Background: an optimization exercise with open tools, aiming at small area, a short achievable clock period and few clock cycles. Do not read the settings as production practice.
Only simulation tests tie the RTL to the original design; equivalence was not proved.

## flow/design.v (module list and top-level ports; edited modules follow where they fit)
// module Milestone1: 659 lines
// module m1_fa: 3 lines
// module m1_ha: 3 lines
module Milestone1(
		input  logic        CLOCK_50,
		input  logic        Resetn,
		input  logic        start,
		output logic        finish,
		input  logic [15:0] SRAM_read_data,
		output logic [17:0] SRAM_address,
		output logic [15:0] SRAM_write_data,
		output logic        SRAM_we_n
);
  // ...
==> flow/run.sh <==
#!/bin/bash
# synth_recipe.tcl (not shown) runs the flow's synth.tcl, then flattens the netlist and writes it again
# the make line also repeats each setting of config.mk as NAME=value (left out here)
make -C /OpenROAD-flow-scripts/flow DESIGN_CONFIG=/design/flow/config.mk WORK_HOME=/design/flow/orfs CLKGATE_MAP_FILE= SYNTH_SCRIPT=/design/flow/synth_recipe.tcl finish
==> flow/config.mk <==
export PLATFORM = sky130hd
export DESIGN_NAME = Milestone1
export DESIGN_NICKNAME = Milestone1
export VERILOG_FILES = /design/flow/design.v
export SDC_FILE = /design/flow/constraint.sdc
export NUM_CORES = 4
export LEC_CHECK = 0
export CAP_MARGIN = 20
export CORE_MARGIN = 2
export CORE_UTILIZATION = 40
export SLEW_MARGIN = 20
export SYNTH_HIERARCHICAL = 1
export SYNTH_MINIMUM_KEEP_SIZE = 0
==> flow/constraint.sdc <==
create_clock -name core_clock -period 11.5 [get_ports {CLOCK_50}]
set_input_delay 2.3000 -clock core_clock [delete_from_list [all_inputs] [get_ports {CLOCK_50}]]
set_output_delay 2.3000 -clock core_clock [all_outputs]
set_load 0.01 [all_outputs]
==> flow_summary.ini, run 1 <==
[logic_synthesis]
synthSimpleGateAreaFrac_pct = 8.378
synth_commonest_cells = 263 x fa_1, 209 x ha_1, 200 x inv_1
synthArstFlopShare_pct = 25.20
syn_inst = 1879
synth_compound_area_share_pct = 10.40
synth_top_family_by_area = adder cells
yosys.area_share.adder_pct = 35.39

[floorplan]
row_count = 86
die_area_um2 = 57570
pin_count = 55

[placed_design]
numPortBuffers = 54
place_hpwl_mm = 43.92
place_inst = 2677

[global_routing]
grt_pass1_vias = 15490
grt_start_max_net_pins = 65
antenna_found_initial = 0

[drt]
viasPerCell = 5.450
vias = 14860
wirelength_mm = 55.31

[clocking]
cts_resized = 0
holdBufCountCts = 0
htreeDepth = 1
cts_tree = done
numCtsBuffers = 27

[final_layout]
reg_top3 = wu (48), wv (48), SRAM_address (18)
antenna_cells = 0
finalNonFillerCells = 2727
drive_gt1_share_pct = 9.500
multi_input_area_um2 = 14040

[worst_hold_path]
hold_depth = 0

[setup_path]
rr_startpoint = ph[2]
crit_buf_inv = 3
cp_top_family = adder cells

[sta]
timing.final.crit_period_ps = 8361
setup_violations = 0
tightest_slew_ps = 915.4
period_share_pct = 72.71
max_freq_mhz = 119.6

[status]
outcome = timing/DRC/antenna clean
Testbench counts, summed over its fixed seeds: cycles 773,764.
==> run 2: changes to the inputs <==
--- a/flow/design.v
+++ b/flow/design.v
@@ -5,43 +5,50 @@
 		input  logic        Resetn,
 		input  logic        start,
 		output logic        finish,
 		input  logic [15:0] SRAM_read_data,
 		output logic [17:0] SRAM_address,
 		output logic [15:0] SRAM_write_data,
 		output logic        SRAM_we_n
 );
-localparam logic [2:0] S_IDLE = 3'd0, S_PRO = 3'd1, S_RUN = 3'd2, S_DONE = 3'd3;
-logic [2:0]  state;
+localparam logic [1:0] S_IDLE = 2'd0, S_PRO = 2'd1, S_RUN = 2'd2, S_DONE = 2'd3;
+logic [1:0]  state;
 logic [3:0]  ph;         
 logic [6:0]  kcol;       
 logic [15:0] ya;         
 logic [15:0] ua;         
 logic [16:0] rgb;        
 logic [7:0]  wu [0:5];
 logic [7:0]  wv [0:5];
 logic [7:0]  pu, pv;     
-logic [15:0] yw;         
-logic [9:0]  uo, vo;     
+logic [7:0]  ylo;        
+logic [9:0]  vo;         
 logic [7:0]  bbuf;       
-logic        fir_v;
-logic [7:0]  f0, f1, f2, f3, f4, f5;
+wire run   = (state == S_RUN);
+wire pro   = (state == S_PRO);
+wire first = (kcol == 7'd0);
+wire edge_dup = (kcol >= 7'd78);
+logic        fsel_v;     
 logic [8:0]  fp1, fp2, fp3;
+always_ff @(posedge CLOCK_50) begin
+	if (fsel_v) begin
+		fp1 <= {1'b0, wv[2]} + {1'b0, wv[3]};
+		fp2 <= {1'b0, wv[1]} + {1'b0, wv[4]};
+		fp3 <= {1'b0, wv[0]} + {1'b0, wv[5]};
+	end else begin
+		fp1 <= {1'b0, wu[2]} + {1'b0, wu[3]};
+		fp2 <= {1'b0, wu[1]} + {1'b0, wu[4]};
+		fp3 <= {1'b0, wu[0]} + {1'b0, wu[5]};
+	end
+end
+logic [8:0]  fp1n, fp2n, fp3n;
 logic [17:0] fsum;
 logic [9:0]  fout;
 always_comb begin
-	if (fir_v) begin
-		f0 = wv[0]; f1 = wv[1]; f2 = wv[2]; f3 = wv[3]; f4 = wv[4]; f5 = wv[5];
-	end else begin
-		f0 = wu[0]; f1 = wu[1]; f2 = wu[2]; f3 = wu[3]; f4 = wu[4]; f5 = wu[5];
-	end
-	fp1 = {1'b0, f2} + {1'b0, f3};
-	fp2 = {1'b0, f1} + {1'b0, f4};
-	fp3 = {1'b0, f0} + {1'b0, f5};
 	fp1n = ~fp1; fp2n = ~fp2; fp3n = ~fp3;
 	fout = fsum[17:8];
 end
 logic f_1, f_2, f_3, f_4, f_5, f_6, f_7, f_8;
 logic f_9, f_10, f_11, f_12, f_13, f_14, f_15, f_16;
 logic f_17, f_18, f_19, f_20, f_21, f_22, f_23, f_24;
 logic f_25, f_26, f_27, f_28, f_29, f_30, f_31, f_32;
 logic f_33, f_34, f_35, f_36, f_37, f_38, f_39, f_40;
@@ -133,30 +140,24 @@
 m1_fa u_f_131 (.a(f_100), .b(f_101), .c(f_69), .s(f_131), .co(f_132));
 m1_fa u_f_133 (.a(f_102), .b(f_103), .c(f_73), .s(f_133), .co(f_134));
 m1_fa u_f_135 (.a(f_104), .b(f_105), .c(f_77), .s(f_135), .co(f_136));
 m1_fa u_f_137 (.a(f_106), .b(f_107), .c(f_81), .s(f_137), .co(f_138));
 assign f_139 = ~(f_108 ^ f_109);
 assign f_140 = f_108 | f_109;
 m1_fa u_f_141 (.a(f_110), .b(f_84), .c(fp1[8]), .s(f_141), .co(f_142));
 assign fsum = {1'b1, f_142, f_140, f_138, f_136, f_134, f_132, f_130, f_128, f_126, f_124, f_122, f_120, f_118, f_116, f_114, f_112, f_111} + {1'b0, 1'b1, f_141, f_139, f_137, f_135, f_133, f_131, f_129, f_127, f_125, f_123, f_121, f_119, f_117, f_115, f_113, 1'b1};
-logic        sel_hi, sel_odd;
-logic [7:0]  py;
+logic [7:0]  py, pyn;
 logic [9:0]  xu, xv, xun, xvn;
-logic [7:0]  pyn;
-logic [8:0]  fp1n, fp2n, fp3n;
 logic [27:0] sr, sg, sb;
 logic [7:0]  cr, cg, cb;
 function automatic logic [7:0] clip(input logic [27:0] s);
 	clip = s[27] ? 8'd0 : ((|s[26:24]) ? 8'd255 : s[23:16]);
 endfunction
 always_comb begin
-	py = sel_hi ? yw[15:8] : yw[7:0];
-	xu = sel_odd ? {~uo[9], uo[8:0]} : {2'b10, wu[2]};
-	xv = sel_odd ? {~vo[9], vo[8:0]} : {2'b10, wv[2]};
 	pyn = ~py; xun = ~xu; xvn = ~xv;
 	cr = clip(sr);
 	cg = clip(sg);
 	cb = clip(sb);
 end
 logic csr_1, csr_2, csr_3, csr_4, csr_5, csr_6, csr_7, csr_8;
 logic csr_9, csr_10, csr_11, csr_12, csr_13, csr_14, csr_15, csr_16;
 logic csr_17, csr_18, csr_19, csr_20, csr_21, csr_22, csr_23, csr_24;
@@ -531,44 +532,40 @@
 assign csb_141 = ~(csb_96 ^ csb_97);
 assign csb_142 = csb_96 | csb_97;
 assign csb_143 = ~(csb_98 ^ csb_99);
 assign csb_144 = csb_98 | csb_99;
 m1_ha u_csb_145 (.a(csb_100), .b(xu[7]), .s(csb_145), .co(csb_146));
 assign csb_147 = ~xu[8];
 assign csb_148 = xu[8];
 assign sb = {1'b1, csb_148, csb_146, csb_144, csb_142, csb_140, csb_138, csb_136, csb_134, csb_132, csb_130, csb_128, csb_126, csb_124, csb_122, csb_120, csb_118, csb_116, csb_114, csb_112, csb_110, csb_108, csb_106, csb_104, csb_102, csb_101, xun[1], xun[0]} + {1'b0, xu[9], csb_147, csb_145, csb_143, csb_141, csb_139, csb_137, csb_135, csb_133, csb_131, csb_129, csb_127, csb_125, csb_123, csb_121, csb_119, csb_117, csb_115, csb_113, csb_111, csb_109, csb_107, csb_105, csb_103, xun[0], 1'b0, 1'b1};
-always_comb begin
-	fir_v   = (ph == 4'd2) || (ph == 4'd5);
-	sel_hi  = (ph == 4'd3) || (ph == 4'd6);
-	sel_odd = !sel_hi;
-end
-wire edge_dup = (kcol >= 7'd78);
 always_ff @(posedge CLOCK_50 or negedge Resetn) begin
 	if (!Resetn) begin
 		state     <= S_IDLE;
 		ph        <= 4'd0;
 		kcol      <= 7'd0;
 		ya        <= 16'd0;
 		ua        <= 16'd38400;
 		rgb       <= 17'h03E00;
 		finish    <= 1'b0;
 		SRAM_we_n <= 1'b1;
+		fsel_v    <= 1'b0;
 	end else begin
+		fsel_v <= run && (ph == 4'd0 || ph == 4'd3);
 		case (state)
 		S_IDLE: begin
 			if (start) begin
 				state <= S_PRO;
 				ph    <= 4'd0;
 			end
 		end
 		S_PRO: begin
 			ph <= ph + 4'd1;
 			if (ph == 4'd0 || ph == 4'd4) ua <= ua + 16'd1;
-			if (ph == 4'd5) begin
+			if (ph == 4'd6) begin
 				ya    <= ya + 16'd1;
 				state <= S_RUN;
 				ph    <= 4'd0;
 			end
 		end
 		S_RUN: begin
 			ph <= (ph == 4'd9) ? 4'd0 : ph + 4'd1;
 			if (ph == 4'd1 && !edge_dup) ua <= ua + 16'd1;
@@ -594,74 +591,75 @@
 		end
 		default: begin
 			SRAM_we_n <= 1'b1;
 		end
 		endcase
 	end
 end
 wire [16:0] va = {1'b0, ua} + 17'd19200;
+logic sel_va, sel_ya, sel_rgb;
+always_comb begin
+	sel_va  = (state == S_IDLE) || (pro && ph == 4'd3) ||
+	          (run && (ph == 4'd0 || (ph == 4'd9 && kcol == 7'd79)));
+	sel_ya  = (pro && ph == 4'd6) ||
+	          (run && (ph == 4'd2 || (ph == 4'd9 && kcol != 7'd79)));
+	sel_rgb = run && ph >= 4'd3 && ph <= 4'd8;
+end
 always_ff @(posedge CLOCK_50) begin
-	case (state)
-	S_IDLE: SRAM_address <= {1'b0, va};
-	S_PRO: begin
-		case (ph)
-			4'd0, 4'd4: SRAM_address <= {2'b00, ua};
-			4'd3:       SRAM_address <= {1'b0, va};
-			4'd5:       SRAM_address <= {2'b00, ya};
-			default: ;
-		endcase
-	end
-	S_RUN: begin
-		case (ph)
-			4'd0: SRAM_address <= {1'b0, va};
-			4'd1: SRAM_address <= {2'b00, ua};
-			4'd2: SRAM_address <= {2'b00, ya};
-			4'd9: SRAM_address <= (kcol == 7'd79) ? {1'b0, va} : {2'b00, ya};
-			default: SRAM_address <= {1'b1, rgb};
-		endcase
-	end
-	default: ;
-	endcase
+	if (sel_rgb)     SRAM_address <= {1'b1, rgb};
+	else if (sel_ya) SRAM_address <= {2'b00, ya};
+	else if (sel_va) SRAM_address <= {1'b0, va};
+	else             SRAM_address <= {2'b00, ua};
 end
 logic u_load, u_dup, u_pend, v_load, v_dup, v_pend;
-wire  first = (kcol == 7'd0);
 always_comb begin
-	v_load = (state == S_PRO && ph == 4'd2) || (state == S_RUN && ((first && ph == 4'd0) || (ph == 4'd3 && !edge_dup)));
-	v_dup  = (state == S_PRO && (ph == 4'd3 || ph == 4'd4)) || (state == S_RUN && edge_dup && (ph == 4'd3 || ph == 4'd6));
-	v_pend = (state == S_PRO && ph == 4'd5) || (state == S_RUN && ((first && ph == 4'd1) || (ph == 4'd6 && !edge_dup)));
-	u_load = (state == S_PRO && ph == 4'd3) || (state == S_RUN && ((first && ph == 4'd1) || (ph == 4'd4 && !edge_dup)));
-	u_dup  = (state == S_PRO && (ph == 4'd4 || ph == 4'd5)) || (state == S_RUN && edge_dup && (ph == 4'd4 || ph == 4'd6));
-	u_pend = (state == S_RUN && ((first && (ph == 4'd0 || ph == 4'd2)) || (ph == 4'd6 && !edge_dup)));
+	v_load = (pro && (ph == 4'd2 || ph == 4'd6)) || (run && ph == 4'd3 && !edge_dup);
+	v_dup  = (pro && (ph == 4'd3 || ph == 4'd4)) || (run && edge_dup && (ph == 4'd3 || ph == 4'd6));
+	v_pend = (pro && ph == 4'd5) || (run && ((first && ph == 4'd0) || (ph == 4'd6 && !edge_dup)));
+	u_load = (pro && ph == 4'd3) || (run && ((first && ph == 4'd0) || (ph == 4'd4 && !edge_dup)));
+	u_dup  = (pro && (ph == 4'd4 || ph == 4'd5)) || (run && edge_dup && (ph == 4'd4 || ph == 4'd6));
+	u_pend = (pro && ph == 4'd6) || (run && ((first && ph == 4'd1) || (ph == 4'd6 && !edge_dup)));
 end
 always_ff @(posedge CLOCK_50) begin
 	if (u_load || u_dup || u_pend) begin
 		wu[0] <= wu[1]; wu[1] <= wu[2]; wu[2] <= wu[3]; wu[3] <= wu[4]; wu[4] <= wu[5];
 		if (u_load) wu[5] <= SRAM_read_data[15:8];
 		else if (u_pend) wu[5] <= pu;
 	end
 	if (u_load) pu <= SRAM_read_data[7:0];
 	if (v_load || v_dup || v_pend) begin
 		wv[0] <= wv[1]; wv[1] <= wv[2]; wv[2] <= wv[3]; wv[3] <= wv[4]; wv[4] <= wv[5];
 		if (v_load) wv[5] <= SRAM_read_data[15:8];
 		else if (v_pend) wv[5] <= pv;
 	end
 	if (v_load) pv <= SRAM_read_data[7:0];
-	if (state == S_RUN && (ph == 4'd2 || ph == 4'd5))
-		yw <= SRAM_read_data;
-	if (state == S_RUN && (ph == 4'd2 || ph == 4'd5)) vo <= fout;
-	if (state == S_RUN && (ph == 4'd3 || ph == 4'd6)) uo <= fout;
-	if (state == S_RUN) begin
-		case (ph)
-			4'd3, 4'd6: begin SRAM_write_data <= {cr, cg}; bbuf <= cb; end
-			4'd4, 4'd7: SRAM_write_data <= {bbuf, cr};
-			4'd5, 4'd8: SRAM_write_data <= {cg, cb};
-			default: ;
-		endcase
-	end
+end
+always_ff @(posedge CLOCK_50) begin
+	if (ph == 4'd2 || ph == 4'd5) ylo <= SRAM_read_data[7:0];
+	if (ph == 4'd2 || ph == 4'd5) vo <= fout;
+	case (ph)
+		4'd2, 4'd5: begin
+			py <= SRAM_read_data[15:8];
+			xu <= {2'b10, wu[2]};
+			xv <= {2'b10, wv[2]};
+		end
+		4'd3, 4'd6: begin
+			py <= ylo;
+			xu <= {~fout[9], fout[8:0]};
+			xv <= {~vo[9], vo[8:0]};
+		end
+		default: ;
+	endcase
+	bbuf <= cb;
+	case (ph)
+		4'd3, 4'd6: SRAM_write_data <= {cr, cg};
+		4'd4, 4'd7: SRAM_write_data <= {bbuf, cr};
+		default:    SRAM_write_data <= {cg, cb};
+	endcase
 end
 endmodule
 module m1_fa(input logic a, input logic b, input logic c, output logic s, output logic co);
 	assign {co, s} = {1'b0, a} + {1'b0, b} + {1'b0, c};
 endmodule
 module m1_ha(input logic a, input logic b, output logic s, output logic co);
 	assign {co, s} = {1'b0, a} + {1'b0, b};
 endmodule
==> flow_summary.ini, run 2 <==
[drt]
drcViolationCount = 0
final_antenna_net_count = 0
vias = 14820
viasPerCell = 5.248
dr.pass1.iters = 5
drt-initial-drc-count = 1022
wl_per_cell_um = 19.76
wirelength_mm = 55.79

[sta]
tightest_slew_ps = 1088
max_freq_mhz = 156.7
fin_worst_skew_ps = 26.82
setup_violations = 0
period_share_pct = 55.48
drv_slew = 0
fin_setup_tns_ps = 0
whs_ps = 453.0
final-hold-violation-count = 0
timing.final.crit_period_ps = 6380
max-slew-margin-rel_pct = 27.47
rsz0062_at_grt = no

[final_layout]
nNetsFinal = 2561
design_area_um2 = 25240
reg_top3 = wu (48), wv (48), SRAM_address (18)
fill_cells = 5283
synthToLayoutAreaGrowth_pct = 10.71
layout_common_cells = 266 x fa_1, 233 x ha_1, 201 x inv_1
drive_gt1_share_pct = 5.803
antenna_cells = 0
final_common_cell = fa_1

[placed_design]
numPortBuffers = 54
place_hpwl_mm = 44.33
gp_congestion = 0.8774
placed_area_um2 = 24260

[status]
outcome = timing/DRC/antenna clean

[worst_hold_path]
hp-class = register to register

[clocking]
cts_setup_buffers = 0
holdBufCountCts = 0
clk_latency_ps = 600
cts_resized = 0
cts_tree = done
cts_root_buffer = clkbuf_16
clkSinkCount = 292
numCtsBuffers = 31
htreeDepth = 1
cts.reportedPaths.clkPinSlew_ps = 60
cts_buffer_depth = 3

[run]
drv_cap = 0

[floorplan]
die_h_um = 242.7
die_area_um2 = 58920
start_util_pct = 40.43
core_area_um2 = 56390
row_count = 87
pin_count = 55
die_x_um = 242.7

[logic_synthesis]
ys_ff_latch = 292
syn-mean-instance-area_um2 = 11.52
synth_enable_flop_cells = 158
synth.distinct_cells = 70
yosysTopAreaCell = fa_1
netlist_area_um2 = 22800
synth_commonest_cells = 266 x fa_1, 233 x ha_1, 201 x inv_1
synth-main-ff-cell = edfxtp_1
syn_inst = 1978
yosys.area_share.adder_pct = 36.15
synth_most_common_cell = fa_1
synth_top_family_by_area = adder cells
synth_fp_nets = 2496
synthArstFlopShare_pct = 22.26
synth_compound_area_share_pct = 9.507
ys_top_cells_by_area = fa_1 23%, edfxtp_1 21%, ha_1 13%
ys_seq_area_share_pct = 34.06
yosysWarningCount = 9
synthMuxAreaShare_pct = 2.602
synth_top_area_share_pct = 23.36
synthSimpleGateAreaFrac_pct = 9.276
synth-xor-area-share_pct = 4.418

[global_routing]
antenna_found_initial = 0
grt.total_usage_pct = 19.48
gr-total-overflow = 0
grt_pass1_vias = 16240
grt_pass1_wl_mm = 90.95
grt_start_max_net_pins = 66

[setup_path]
rr_startpoint = py[5]
criticalPathCategory = register to register
cp.required_ps = 11930
cp-end-kind = register
critPathLaunch = py[5]
r2r_cells = 15
worstReg2RegEnd = SRAM_write_data[2]
cp-start-kind = register
path_max_fanout = 16
endpoint = SRAM_write_data[2]
arrival_ps = 6810
rrSetupSlack_ps = 5120
[run 2: worst min path at each step]
stage                               end     start  cells after the start  slack [ps]
finish                         wu[4][4]  wu[5][4]                      0         450
global route                   wv[0][7]  wv[1][7]                      0         460
CTS                            wv[0][7]  wv[1][7]                      0         460
detailed placement             wv[2][5]  wv[3][5]                      0         440
global placement    SRAM_write_data[15]   bbuf[7]                      2         430
floorplan           SRAM_write_data[10]   bbuf[2]                      2         410
[run 2: critical path: stages (launching register included)]
cell and delay, ps:
edfxtp_1 980, ha_1 390, fa_1 450, fa_1 460, fa_1 580, fa_1 430, ha_1 370, nand3_1 100
a2111oi_0 420, nand2_1 100, a31o_2 250, a31oi_2 330, nor4b_1 90, nand3b_1 570, o41ai_1 540, o211ai_1 140
[run 2: area by class of cell]
cell class / count / area (um2) / area share (%)
multi-input cells: 1450 / 14170 / 56.16
flip-flops and latches: 292 / 7765 / 30.77
well taps: 756 / 945.9 / 3.748
clock buffers: 44 / 855.8 / 3.391
inverters: 203 / 762.0 / 3.019
repair buffers: 65 / 618.1 / 2.449
clock inverters: 14 / 117.6 / 0.4660
[run 2: metal layers]
layer	track usage, %	wire length [um]	vias up
li1	-	-	6992
met1	27.12	25850	7489
met2	33.39	27080	286
met3	1.725	1834	53
met4	3.771	1028	0
met5	0	0	-
[run 2: kinds of logic after synthesis]
group | count (synthesis)
buffers and inverters | 236
adder cells (fa/ha/maj) | 499
AND/OR/NAND/NOR | 441
XOR/XNOR | 115
multiplexers | 55
flip-flops | 292
AO/OA/AOI/OAI | 340
[run 2: metrics by stage]
step                setup slack [ps]  instances  util [%]
global route                    4570       2824     44.76
finish                          5120       2824     44.76
detailed placement              5220       2766     43.02
CTS                             5198       2824     44.74
floorplan                       6107       1978         -
global placement                5183       2766     43.00
[run 2: modules after synthesis, one instance, submodules excluded]
module      area (um2)  flip-flops and latches  times used
m1_ha            12.51                       0          53
m1_fa            20.02                       0         260
Milestone1       16930                     292           1
Testbench counts of run 2, summed over its fixed seeds: cycles 774,724.
==> run 3: changes to the inputs <==
--- a/flow/config.mk
+++ b/flow/config.mk
@@ -6,4 +6,5 @@
 export NUM_CORES = 4
 export LEC_CHECK = 0
+export ABC_CLOCK_PERIOD_IN_PS = 4000
 export CAP_MARGIN = 20
 export CORE_MARGIN = 2
==> flow_summary.ini, run 3 <==
[sta]
fin_worst_skew_ps = 26.82
fin_setup_tns_ps = 0
max_freq_mhz = 156.7
drv_slew = 0
tightest_slew_ps = 1088
max-slew-margin-rel_pct = 27.47
final-hold-violation-count = 0
setup_violations = 0
rsz0062_at_grt = no
period_share_pct = 55.48
timing.final.crit_period_ps = 6380

[floorplan]
pin_count = 55
start_util_pct = 40.43
die_x_um = 242.7
core_area_um2 = 56390
die_area_um2 = 58920
row_count = 87
die_h_um = 242.7

[logic_synthesis]
syn_inst = 1978
ys_ff_latch = 292
syn-mean-instance-area_um2 = 11.52
synth_top_area_share_pct = 23.36
synth_most_common_cell = fa_1
yosysTopAreaCell = fa_1
synth_fp_nets = 2496
synthArstFlopShare_pct = 22.26
synth_commonest_cells = 266 x fa_1, 233 x ha_1, 201 x inv_1
yosysWarningCount = 9
netlist_area_um2 = 22800
synth-main-ff-cell = edfxtp_1
synth.distinct_cells = 70
ys_top_cells_by_area = fa_1 23%, edfxtp_1 21%, ha_1 13%
synth_enable_flop_cells = 158
ys_seq_area_share_pct = 34.06

[drt]
wirelength_mm = 55.79
viasPerCell = 5.248
vias = 14820
dr.pass1.iters = 5
drt-initial-drc-count = 1022
drcViolationCount = 0
wl_per_cell_um = 19.76
final_antenna_net_count = 0

[global_routing]
grt_pass1_vias = 16240
gr-total-overflow = 0
grt.total_usage_pct = 19.48
grt_pass1_wl_mm = 90.95
antenna_found_initial = 0
grt_start_max_net_pins = 66

[status]
outcome = timing/DRC/antenna clean

[run]
drv_cap = 0

[final_layout]
nNetsFinal = 2561
fill_cells = 5283
reg_top3 = wu (48), wv (48), SRAM_address (18)
synthToLayoutAreaGrowth_pct = 10.71
drive_gt1_share_pct = 5.803
layout_common_cells = 266 x fa_1, 233 x ha_1, 201 x inv_1
final_common_cell = fa_1
finalNonFillerCells = 2824
antenna_cells = 0

[setup_path]
crit_buf_inv = 0
cp_slowest_cell = edfxtp_1
cp-end-kind = register
cp-start-kind = register
crit_top_cell = fa_1
arrival_ps = 6810
cp.required_ps = 11930
path_cells = ha_1 > fa_1 > fa_1 > fa_1 > fa_1 > ha_1 > nand3_1 > a2111oi_0 > nand2_1 > a31o_2 > a31oi_2 > nor4b_1 > nand3b_1 > o41ai_1 > o211ai_1
r2r_cells = 15
path_depth = 15
cp_top_family = adder cells
slowest_delay_ps = 980
criticalPathCategory = register to register
path_max_fanout = 16

[clocking]
numCtsBuffers = 31
cts_root_buffer = clkbuf_16
clkSinkCount = 292
htreeDepth = 1
cts_setup_buffers = 0
holdBufCountCts = 0
cts_tree = done
cts_resized = 0
cts.reportedPaths.clkPinSlew_ps = 60
cts_buffer_depth = 3
clk_latency_ps = 600

[placed_design]
numPortBuffers = 54
place_inst = 2766
gp_congestion = 0.8774
place_hpwl_mm = 44.33

[worst_hold_path]
hold_depth = 0
hp-class = register to register
## run 3: cell counts in the layout (fill, tap and decap cells not counted)
No cell type changed its count.
## run 3: final timing paths
kind	start	end	slack, ps
hold / removal	wu[5][4]	wu[4][4]	450
setup / recovery	py[5]	SRAM_write_data[2]	5120
max in group asynchronous	Resetn	kcol[1]	9050
min in group asynchronous	Resetn	ua[13]	1880
hold reg to reg	wu[5][4]	wu[4][4]	450
setup reg to reg	py[5]	SRAM_write_data[2]	5120
## run 3: worst register-to-register path: cells and delay by family, from the launching register on
| kind | cells | cell delay (ps) |
|---|---|---|
| fa+ha+maj | 6 | 2710 |
| compound gates | 5 | 1690 |
| simple gates | 4 | 860 |
| flops | 1 | 980 |
## run 3: layout make-up
type	count	area, um2	share of cell area (%)
sequential	292	7765	30.77
inverter	203	762.0	3.019
multi-input combinational	1450	14170	56.16
tap	756	945.9	3.748
clock buffer	44	855.8	3.391
timing repair buffer	65	618.1	2.449
clock inverter	14	117.6	0.4660
## run 3: metrics by stage
step | utilization, % | setup WS [ps] | hold WS [ps] | cell area, um2
after floorplan | - | 6107 | 408.8 | 22800
after global placement | 43.00 | 5183 | 427.2 | 24250
after detailed placement | 43.02 | 5220 | 439.4 | 24260
after CTS | 44.74 | 5198 | 455.2 | 25230
after global routing | 44.76 | 4570 | 464.0 | 25240
final | 44.76 | 5120 | 453.0 | 25240
## run 3: cells by family after synthesis
logic type / share of synthesized area [%]
xor+xnor: 4.418
mux: 2.602
buf+inv: 3.985
flops: 34.06
simple gates: 9.276
fa+ha+maj: 36.15
compound gates: 9.507
## run 3: layer usage
layer	track usage [%]	routed length, um
met5	0	0
met2	33.39	27080
met3	1.725	1834
met4	3.771	1028
met1	27.12	25850
## run 3: Yosys stat by module, one instance, submodules excluded
| module | area (um2) | flops+latches | copies in the design |
|---|---|---|---|
| Milestone1 | 16930 | 292 | 1 |
| m1_fa | 20.02 | 0 | 260 |
| m1_ha | 12.51 | 0 | 53 |

## separate check: timing with driven ports
The flow's constraints put no driver on any port. The routed layouts listed below were extracted and timed again, unchanged, in two steps. Step 1 (the two cells are an assumption about what drives the block):
set clk [get_ports {CLOCK_50}]
set_driving_cell -lib_cell sky130_fd_sc_hd__clkbuf_16 $clk
set_driving_cell -lib_cell sky130_fd_sc_hd__buf_2 [delete_from_list [all_inputs] $clk]
Step 2 moves the port delays by t, midway between the first and last clock arrival at a register: inputs arrive t later, outputs are due t later. That takes back most of the time a late clock gives input paths. a / b / c = ideal / step 1 / step 2; a / b = the first two.
run | t (ns) | slack for setup (ns) | hold slack, ns | pins driven straight from the clock port
run 1 | 0.608 | 3.139 / 3.139 / 3.139 | 0.444 / 0.444 / 0.444 | 1
run 2 | 0.643 | 5.120 / 5.120 / 5.120 | 0.453 / 0.453 / 0.453 | 1
run 3 | 0.643 | 5.120 / 5.120 / 5.120 | 0.453 / 0.453 / 0.453 | 1
After both steps setup and hold are still met in every run listed.
